This is an optimization exercise on Yosys and OpenROAD, whose aim is small area, a short achievable clock period and few clock cycles, not a production implementation.
In this exercise RTL edits were held to simulation tests only and were not proved equivalent to the original.

==> flow/design.v (excerpt) <==
module mult(input clock, reset, nuke,
            input [63:0] mcand, mplier,
            input start,
            output [63:0] product,
            output done);
  wire one0;
  wire two0;
  wire neg0;
  wire one1;
  wire two1;
  wire neg1;
  wire one2;
  wire two2;
  wire neg2;
  wire one3;
  wire two3;
  wire neg3;
  wire one4;
  wire two4;
  wire neg4;
  wire one5;
  wire two5;
  wire neg5;
  wire one6;
  wire two6;
  wire neg6;
  wire one7;
  wire two7;
  wire neg7;
  wire one8;
  wire two8;
  wire neg8;
  wire one9;
  wire two9;
  wire neg9;
  wire one10;
  wire two10;
  wire neg10;
  wire one11;
  wire two11;
  wire neg11;
  wire one12;
  wire two12;
  wire neg12;
  wire one13;
  wire two13;
  wire neg13;
  wire one14;
  wire two14;
  wire neg14;
  wire one15;
  wire two15;
  wire neg15;
  wire one16;
  wire two16;
  wire neg16;
  wire one17;
  wire two17;
  wire neg17;
  wire one18;
  wire two18;
  wire neg18;
  wire one19;
  wire two19;
  wire neg19;
  wire one20;
  wire two20;
  wire neg20;
  wire one21;
  wire two21;
  wire neg21;
  wire one22;
  wire two22;
  wire neg22;
  wire one23;
  wire two23;
  wire neg23;
  wire one24;
  wire two24;
  wire neg24;
  wire one25;
  wire two25;
  wire neg25;
  wire one26;
  wire two26;
  wire neg26;
  wire one27;
  wire two27;
  wire neg27;
  wire one28;
  wire two28;
  wire neg28;
  wire one29;
  wire two29;
  wire neg29;
  wire one30;
  wire two30;
  wire neg30;
  wire one31;
  wire two31;
  wire neg31;
  wire pp0_0;
  wire pp0_1;
  wire pp0_2;
  wire pp0_3;
  wire pp0_4;
  wire pp0_5;
  wire pp0_6;
  wire pp0_7;
  wire pp0_8;
  wire pp0_9;
  wire pp0_10;
  wire pp0_11;
  wire pp0_12;
  wire pp0_13;
  wire pp0_14;
  wire pp0_15;
  wire pp0_16;
  wire pp0_17;
  wire pp0_18;
  wire pp0_19;
  wire pp0_20;
  wire pp0_21;
  wire pp0_22;
  wire pp0_23;
  wire pp0_24;
  wire pp0_25;
  wire pp0_26;
  wire pp0_27;
  wire pp0_28;
  wire pp0_29;
  wire pp0_30;
  wire pp0_31;
  wire pp0_32;
  wire pp0_33;
  wire pp0_34;
  wire pp0_35;
  wire pp0_36;
  wire pp0_37;
  wire pp0_38;
  wire pp0_39;
  wire pp0_40;
  wire pp0_41;
  wire pp0_42;
  wire pp0_43;
  wire pp0_44;
  wire pp0_45;
  wire pp0_46;
  wire pp0_47;
  ...
export LEC_CHECK = 0
export ABC_AREA = 1
export CAP_MARGIN = 20
export CORE_MARGIN = 2
export CORE_UTILIZATION = 55
export SETUP_SLACK_MARGIN = 3.0
export SLEW_MARGIN = 20
export SYNTH_HIERARCHICAL = 1
create_clock -name core_clock -period 7.0 [get_ports {clock}]
run.sh (not shown) runs the stock make flow with config.mk's settings and CLKGATE_MAP_FILE= SYNTH_SCRIPT=/design/flow/synth_recipe.tcl, a recipe that flattens the netlist after the stock synthesis.
The baseline passed the timing, DRC and antenna checks.
Testbench counts at the start, summed over its fixed seeds: cycles 3,376.
Rerun with:
==> flow/flow/run.sh (new file) <==
#!/bin/bash
set -e
for cfg in config.mk "$FLOW_CONFIG"; do
  [ -n "$cfg" ] && [ -f "$cfg" ] || continue
  grep -q '^export BUFFER_PORTS_ARGS' "$cfg" && continue
  echo 'export BUFFER_PORTS_ARGS = -buffer_cell sky130_fd_sc_hd__buf_2' >> "$cfg"
done
bash standard.sh > standard.log 2>&1
==> flow/standard.sh (new file) <==
#!/bin/bash
# synth_recipe.tcl (not shown) runs the flow's synth.tcl, then flattens the netlist and writes it again
# the make line also repeats each setting of config.mk as NAME=value (left out here)
make -C /OpenROAD-flow-scripts/flow DESIGN_CONFIG=/design/flow/config.mk WORK_HOME=/design/flow/orfs CLKGATE_MAP_FILE= SYNTH_SCRIPT=/design/flow/synth_recipe.tcl "${@:-finish}"
BUFFER_PORTS_ARGS = -buffer_cell sky130_fd_sc_hd__buf_2   (was default)
GPL_ROUTABILITY_DRIVEN = 0   (was default)
removed: flow/run.sh
- The changed run passed the timing, DRC and antenna checks
- worst setup slack improves by 0.099 ns
- critical path depth falls by 2
- die area does not change
- register-to-register slack improved by 0.099 ns
- wire length drops by 11%
- via count drops by about 5%
- core utilization decreases by 3.0 points

==> static timing again, ports no longer ideal <==
In the flow no input, the clock included, has a driving cell. The finished layouts below were timed again as built, in two steps.
Step 1 (the two cells are an assumption about what drives the block):
set clk [get_ports {clock}]
set_driving_cell -lib_cell sky130_fd_sc_hd__clkbuf_16 $clk
set_driving_cell -lib_cell sky130_fd_sc_hd__buf_2 [delete_from_list [all_inputs] $clk]
Step 2 also shifts input and output timing later by t, the mid clock arrival at the registers, as if the neighbouring blocks saw the same clock.
Three values: no drivers, after step 1, after step 2; two values: the first two.
| run | shift t [ns] | slack for setup (ns) | clock arrival spread, ns | slew at the worst register clock pin (ns) |
|---|---|---|---|---|
| the first run | 0.778 | 2.771 / 2.771 / 2.092 | 0.036 / 0.036 | 0.08 / 0.08 |
| the second run | 0.754 | 2.870 / 2.870 / 2.218 | 0.031 / 0.031 | 0.07 / 0.07 |
After both steps every run listed still meets setup and hold. For the first run, which loses most, drivers alone change the setup slack by 0.000 ns; drivers and shift together by -0.679 ns.
